This is an optimization exercise on Yosys and OpenROAD, whose aim is small area, not a production implementation. Function was checked by simulation only, so behaviour that the tests miss may differ from the original. No driver is modelled on the clock port, so clocking that relies on it looks cheaper here than on a real chip. No activity file was given, so power comes from the tool's default toggle rates.

Setup of job 101:
==> flow/design.v (excerpt) <==
module ecc_hamming_secded_faulty_memory(
    input clk,
    input rst,
    input [7:0] input_data,
    input [3:0] input_addr,
    input wr_en,
    input [3:0] fault_addr1,
    input [3:0] fault_addr2,
    input fault_enable,
    input two_bit_fault_enable,
    output [7:0] output_data,
    output single_bit_error_corrected,
    output double_bit_error_detected
);
    wire [7:0] word;
    wire [7:0] flip;
    mem_secded memory(
        .clk(clk),
        .rst(rst),
        .wr_en(wr_en),
        .addr(input_addr),
        .data_in(input_data),
        .data_out(word)
    );
    two_bit_fault_injector injector (
        .fault_bit_addr1(fault_addr1),
        .fault_bit_addr2(fault_addr2),
        .fault_en(fault_enable),
        .is_two_bit_fault(two_bit_fault_enable),
        .data_flip(flip),
        .single_error_corrected(single_bit_error_corrected),
        .double_error_detected(double_bit_error_detected)
    );
    hamming_secded_decoder decoder (
        .in_data(word),
        .data_flip(flip),
        .out_data(output_data)
    );
endmodule
Settings: LEC_CHECK=0, CAP_MARGIN=20, CORE_MARGIN=2, CORE_UTILIZATION=40, SLEW_MARGIN=20; clock period 8.0 ns.
standard.sh (not shown) runs the stock make flow with config.mk's settings and CLKGATE_MAP_FILE= SYNTH_SCRIPT=/design/flow/synth_recipe.tcl, a recipe that flattens the netlist after the stock synthesis.
==> flow/flow/run.sh <==
#!/bin/bash
# Standard ORFS layout (the standard.sh, standard synthesis) with:
#  - every logic cell swapped for its smallest variant after floorplan
#    (timing repair upsizes again where needed),
#  - port buffers of the smallest buffer cell,
#  - a clock tree of small clock buffers and no dummy loads.
set -euo pipefail
W="$(cd "$(dirname "$0")/.." && pwd)"
cd "$W"
bash standard.sh \
  "POST_FLOORPLAN_TCL=$W/flow/downsize.tcl" \
  "BUFFER_PORTS_ARGS=-buffer_cell sky130_fd_sc_hd__buf_1" \
  "CTS_ARGS=-sink_clustering_enable -repair_clock_nets -dont_use_dummy_load -buf_list {sky130_fd_sc_hd__clkbuf_4 sky130_fd_sc_hd__clkbuf_8} " \
  finish > make_finish.log 2>&1
==> flow/flow/downsize.tcl <==
# Swap every combinational cell and buffer for the smallest-area cell of the
# same function (the _0/_1 variant of its family). Timing repair later in the
# flow upsizes again wherever timing, slew or capacitance needs it.
set db [ord::get_db]
set n 0
foreach inst [[ord::get_db_block] getInsts] {
  set m [[$inst getMaster] getName]
  if {![regexp {^(sky130_fd_sc_hd__[a-z0-9]+)_([0-9]+)$} $m -> base drv]} { continue }
  if {[regexp {df|dl|edf|sdf|tap|fill|decap|conb|clk} $base]} { continue }
  set best ""
  set best_area 1e9
  foreach d {0 1 2} {
    set mm [$db findMaster ${base}_$d]
    if {$mm eq "NULL"} { continue }
    set a [expr {[$mm getWidth] * [$mm getHeight]}]
    if {$a < $best_area} { set best_area $a; set best ${base}_$d }
  }
  set cur [$inst getMaster]
  if {$best ne "" && $best ne $m && $best_area < [$cur getWidth] * [$cur getHeight]} {
    replace_cell [$inst getName] $best
    incr n
  }
}
puts "downsize: replaced $n cells"
Job 101: no failed stages, no open violations at the end
Modified inputs, job 102 compared to job 101
==> flow/flow/run.sh <==
#!/bin/bash
# Standard ORFS layout (the standard.sh, standard synthesis) with:
#  - port buffers of the smallest buffer cell,
#  - a clock tree of small clock buffers and no dummy loads.
set -euo pipefail
cd "$(dirname "$0")/.."
bash standard.sh \
  "BUFFER_PORTS_ARGS=-buffer_cell sky130_fd_sc_hd__buf_1" \
  "CTS_ARGS=-sink_clustering_enable -repair_clock_nets -dont_use_dummy_load -buf_list {sky130_fd_sc_hd__clkbuf_2 sky130_fd_sc_hd__clkbuf_4 sky130_fd_sc_hd__clkbuf_8}" \
  finish > make_finish.log 2>&1
removed: flow/flow/downsize.tcl
Results
- Of job 102 and job 101, it is job 102 that has the higher leakage power of the design.
- Job 102 against job 101: combinational-cell power consumption was more or less identical; fraction of area in non-clock buffers dropped 0.40 points.
- Re wire length on met2: job 101 and job 102 aren't equal, and the higher value belongs to job 102.
- Diff job 101 -> job 102: clock transition at the registers of the reported paths neither gained nor lost much; design area picked up an extra about 1.6%.
- Between job 101 and job 102, the difference in worst hold slack is negligible.
- Share of the final layout cell area in sequential cells was higher in job 101 than in job 102.

---

## zinc
The RTL this note starts from:
==> flow/design.v <==
module hamming_secded_encoder;
endmodule
module mem_secded (
    input        clk,
    input        rst,
    input        wr_en,
    input  [3:0] addr,
    input  [7:0] data_in,
    output [7:0] data_out
);
    reg [7:0] mem [0:15];
    reg [3:0] valid;
    wire [3:0] lo = 4'd1 << addr[1:0];
    wire [3:0] hi = 4'd1 << addr[3:2];
    wire [3:0] wq = hi & {4{wr_en}};
    wire [3:0] hv = hi & valid;
    integer i, b, c;
    reg [7:0]  qd;
    reg [7:0]  rd;
    reg [15:0] wsel;
    always @(*) begin
        rd = 8'd0;
        for (i = 0; i < 16; i = i + 1)
            wsel[i] = wq[i/4] & (lo[i%4] | ~valid[i/4]);
        for (b = 0; b < 4; b = b + 1) begin
            qd = 8'd0;
            for (c = 0; c < 4; c = c + 1)
                qd = qd | ({8{lo[c]}} & mem[4*b+c]);
            rd = rd | ({8{hv[b]}} & qd);
        end
    end
    always @(posedge clk) begin
        for (i = 0; i < 16; i = i + 1)
            if (wsel[i])
                mem[i] <= data_in & {8{lo[i%4]}};
    end
    always @(posedge clk or posedge rst) begin
        if (rst)
            valid <= 4'd0;
        else
            valid <= valid | wq;
    end
    assign data_out = rd;
endmodule
module two_bit_fault_injector
(
    input  [3:0] fault_bit_addr1,
    input  [3:0] fault_bit_addr2,
    input        fault_en,
    input        is_two_bit_fault,
    output [7:0] data_flip,
    output       single_error_corrected,
    output       double_error_detected
);
    wire v1 = fault_en && (fault_bit_addr1 <= 4'd12);
    wire v2 = fault_en && is_two_bit_fault && (fault_bit_addr2 <= 4'd12);
    wire two = v1 && v2 && (fault_bit_addr1 != fault_bit_addr2);
    assign double_error_detected  = two;
    assign single_error_corrected = (v1 || v2) && !two;
    wire [15:0] sel1 = 16'd1 << fault_bit_addr1;
    wire [15:0] sel2 = 16'd1 << fault_bit_addr2;
    wire [15:0] hit  = (sel1 | sel2) & {16{two}};
    assign data_flip = {hit[12], hit[11], hit[10], hit[9],
                        hit[7],  hit[6],  hit[5],  hit[3]};
endmodule
module hamming_secded_decoder(
    input  [7:0] in_data,
    input  [7:0] data_flip,
    output [7:0] out_data
);
    assign out_data = in_data ^ data_flip;
endmodule
module ecc_hamming_secded_faulty_memory(
    input clk,
    input rst,
    input [7:0] input_data,
    input [3:0] input_addr,
    input wr_en,
    input [3:0] fault_addr1,
    input [3:0] fault_addr2,
    input fault_enable,
    input two_bit_fault_enable,
    output [7:0] output_data,
    output single_bit_error_corrected,
    output double_bit_error_detected
);
    wire [7:0] word;
    wire [7:0] flip;
    mem_secded memory(
        .clk(clk),
        .rst(rst),
        .wr_en(wr_en),
        .addr(input_addr),
        .data_in(input_data),
        .data_out(word)
    );
    two_bit_fault_injector injector (
        .fault_bit_addr1(fault_addr1),
        .fault_bit_addr2(fault_addr2),
        .fault_en(fault_enable),
        .is_two_bit_fault(two_bit_fault_enable),
        .data_flip(flip),
        .single_error_corrected(single_bit_error_corrected),
        .double_error_detected(double_bit_error_detected)
    );
    hamming_secded_decoder decoder (
        .in_data(word),
        .data_flip(flip),
        .out_data(output_data)
    );
endmodule
==> flow/config.mk <==
export PLATFORM = sky130hd
export DESIGN_NAME = ecc_hamming_secded_faulty_memory
export DESIGN_NICKNAME = ecc_hamming_secded_faulty_memory
export VERILOG_FILES = /design/flow/design.v
export SDC_FILE = /design/flow/constraint.sdc
export NUM_CORES = 4
export LEC_CHECK = 0
export CAP_MARGIN = 10
export CORE_MARGIN = 2
export CORE_UTILIZATION = 70
export GPL_TIMING_DRIVEN = 0
export PLACE_DENSITY = 0.8
export SLEW_MARGIN = 10
==> flow/constraint.sdc <==
create_clock -name core_clock -period 8.0 [get_ports {clk}]
set_input_delay 1.6000 -clock core_clock [delete_from_list [all_inputs] [get_ports {clk}]]
set_output_delay 1.6000 -clock core_clock [all_outputs]
set_load 0.01 [all_outputs]
==> flow/flow/run.sh <==
#!/bin/bash
# Layout flow:
#  1. the standard synthesis (standard.sh synth);
#  2. the combinational cells of that netlist re-mapped for area by Yosys/ABC
#     (flow/remap.tcl) with a few ABC scripts, keeping the smallest result;
#     the flip-flops are left exactly as synthesis made them;
#  3. the standard ORFS steps from floorplan on (standard.sh finish), with
#     - every logic cell swapped for its smallest variant after floorplan
#       (timing repair upsizes again where needed),
#     - port buffers of the smallest buffer cell,
#     - a clock tree of small clock buffers and no dummy loads, its leaf
#       buffers then sized to the smallest that keeps clock-pin slew in limits.
# Each tool's output goes to a log file in this folder.
set -euo pipefail
W="$(cd "$(dirname "$0")/.." && pwd)"
cd "$W"
RES="$W/orfs/results/sky130hd/ecc_hamming_secded_faulty_memory/base"
PLAT="$FLOW_HOME/platforms/sky130hd"

bash standard.sh synth > make_synth.log 2>&1

cp "$RES/1_2_yosys.v" "$W/standard_synth.v"
YOSYS="$FLOW_HOME/../tools/install/yosys/bin/yosys"
[[ -x "$YOSYS" ]] || YOSYS=yosys
export REMAP_LIB="$PLAT/lib/sky130_fd_sc_hd__tt_025C_1v80.lib"
export DESIGN_NAME="$FLOW_TOP"
export DONT_USE_CELLS="$(sed -n '/^export DONT_USE_CELLS += \\/,/[^\\]$/p' "$PLAT/config.mk" | sed 's/export DONT_USE_CELLS += //; s/\\//g' | tr -s ' \n' ' ')"
export REMAP_FLOPS="$(grep -oE '^\s*sky130_fd_sc_hd__(df|edf|sdf|dl)\w*' "$W/standard_synth.v" | tr -d ' ' | sort -u | tr '\n' ' ')"
# ABC scripts tried; the netlist with the smallest cell area is kept.
SCRIPTS=(
  '+&get,-n;&st;&dch,-f;&nf,-R,1000;&put;topo'
  '+strash;dch,-f;amap;topo'
  '+strash;&get,-n;&deepsyn,-J,20,-T,100;&put;dch,-f;&get,-n;&nf,-R,1000;&put;topo'
  '+strash;&get,-n;&deepsyn,-J,50,-T,100,-S,3;&put;&get,-n;&dch,-f;&nf,-R,1000;&put;topo'
)
best=""
best_area=""
for i in "${!SCRIPTS[@]}"; do
  cp "$W/standard_synth.v" "$W/remap_$i.v"
  if REMAP_NETLIST="$W/remap_$i.v" REMAP_SCRIPT="${SCRIPTS[$i]}" \
       "$YOSYS" -c "$W/flow/remap.tcl" > "remap_$i.log" 2>&1; then
    a="$(grep 'Chip area' "remap_$i.log" | tail -1 | awk '{print $NF}')"
    echo "remap $i: area $a script ${SCRIPTS[$i]}" >> remap_choice.log
    if [[ -n "$a" ]] && { [[ -z "$best_area" ]] || awk -v a="$a" -v b="$best_area" 'BEGIN{exit !(a < b)}'; }; then
      best=$i
      best_area=$a
    fi
  else
    echo "remap $i: failed" >> remap_choice.log
  fi
done
if [[ -n "$best" ]]; then
  echo "chosen: $best ($best_area)" >> remap_choice.log
  cp "$W/remap_$best.v" "$RES/1_2_yosys.v"
fi

bash standard.sh \
  "POST_FLOORPLAN_TCL=$W/flow/downsize.tcl" \
  "POST_CTS_TCL=$W/flow/cts_fix.tcl" \
  "BUFFER_PORTS_ARGS=-buffer_cell sky130_fd_sc_hd__buf_1" \
  "CTS_ARGS=-sink_clustering_enable -repair_clock_nets -dont_use_dummy_load -buf_list {sky130_fd_sc_hd__clkbuf_4}" \
  finish > make_finish.log 2>&1
==> flow/flow/cts_fix.tcl <==
# Resize the clock tree's leaf buffers: the smallest clock buffer whose
# flip-flop clock pins all see a slew below the target.
proc clk_leaf_slew { inst } {
  set on [[$inst findITerm X] getNet]
  set s 0
  foreach it [$on getITerms] {
    if {[$it getInst] eq $inst} { continue }
    set pn "[[$it getInst] getName]/[[$it getMTerm] getName]"
    set sl [get_property [get_pins $pn] slew_max]
    if {$sl > $s} { set s $sl }
  }
  return $s
}
set target 0.105
set sizes {sky130_fd_sc_hd__clkbuf_2 sky130_fd_sc_hd__clkbuf_4 sky130_fd_sc_hd__clkbuf_8 sky130_fd_sc_hd__clkbuf_16}
estimate_parasitics -placement
foreach inst [[ord::get_db_block] getInsts] {
  set m [[$inst getMaster] getName]
  if {![string match sky130_fd_sc_hd__clkbuf_* $m]} { continue }
  # leaf buffers only: those driving flip-flop clock pins
  set leaf 0
  foreach it [[[$inst findITerm X] getNet] getITerms] {
    if {[[$it getMTerm] getName] eq "CLK"} { set leaf 1 }
  }
  if {!$leaf} { continue }
  foreach c $sizes {
    replace_cell [$inst getName] $c
    estimate_parasitics -placement
    if {[clk_leaf_slew $inst] < $target} { break }
  }
  puts "cts_fix: [$inst getName] $m -> [[$inst getMaster] getName] slew [clk_leaf_slew $inst]"
}
detailed_placement
check_placement -verbose
estimate_parasitics -placement
Other scripts of this flow, unchanged in this note and not shown: flow/flow/downsize.tcl, flow/flow/remap.tcl
The following lists how maple was set up differently from zinc:
Settings: PLACE_DENSITY removed (was 0.8); CORE_UTILIZATION changed from 70 to 60.
--- a/flow/flow/cts_fix.tcl
+++ b/flow/flow/cts_fix.tcl
@@ -13,3 +13,3 @@
 }
-set target 0.105
+set target 0.110
 set sizes {sky130_fd_sc_hd__clkbuf_2 sky130_fd_sc_hd__clkbuf_4 sky130_fd_sc_hd__clkbuf_8 sky130_fd_sc_hd__clkbuf_16}
Findings:
- Status | maple and zinc | clean
- Multi-input gate share of the layout cell area delta (zinc -> maple): insignificant
- zinc consumes more power than maple.
- maple against zinc: worst-case setup margin in the final layout saw a decrease, global placement routability congestion shows an increase of 2.9%.
- Changes observed in maple relative to zinc: first-pass GRT wire length rose by 3.1%; met1 wire length up 11%.

-- port drivers added, routing unchanged --
No port has a modelled driver above. Below, the same layouts with a new extraction and two added sets of constraints. Step 1: set_driving_cell puts a clkbuf_16 on clk and a buf_2 on each other input, an assumption about the parent block. Step 2 times the ports against the registers' clock, not the clock port: input delays grow and output delays shrink by t, the midpoint of the rising clock arrivals with the driver on. Slacks: ideal / step 1 / step 2; pairs: ideal / step 1.
| run | shift t [ns] | slack for setup (ns) | hold slack, ns | worst setup path at the end |
|---|---|---|---|---|
| job 101 | 0.448 | 2.798 / 2.775 / 2.775 | 0.457 / 0.457 / 0.457 | input to output |
| job 102 | 0.463 | 3.000 / 2.977 / 2.977 | 0.459 / 0.459 / 0.459 | input to output |
| zinc | 0.557 | 1.994 / 1.970 / 1.970 | 0.577 / 0.577 / 0.577 | input to output |
| maple | 0.534 | 1.958 / 1.929 / 1.929 | 0.588 / 0.588 / 0.588 | input to output |
After both steps setup and hold are still met in every run listed. For maple, which loses most, drivers alone change the setup slack by -0.029 ns; drivers and shift together by -0.029 ns.
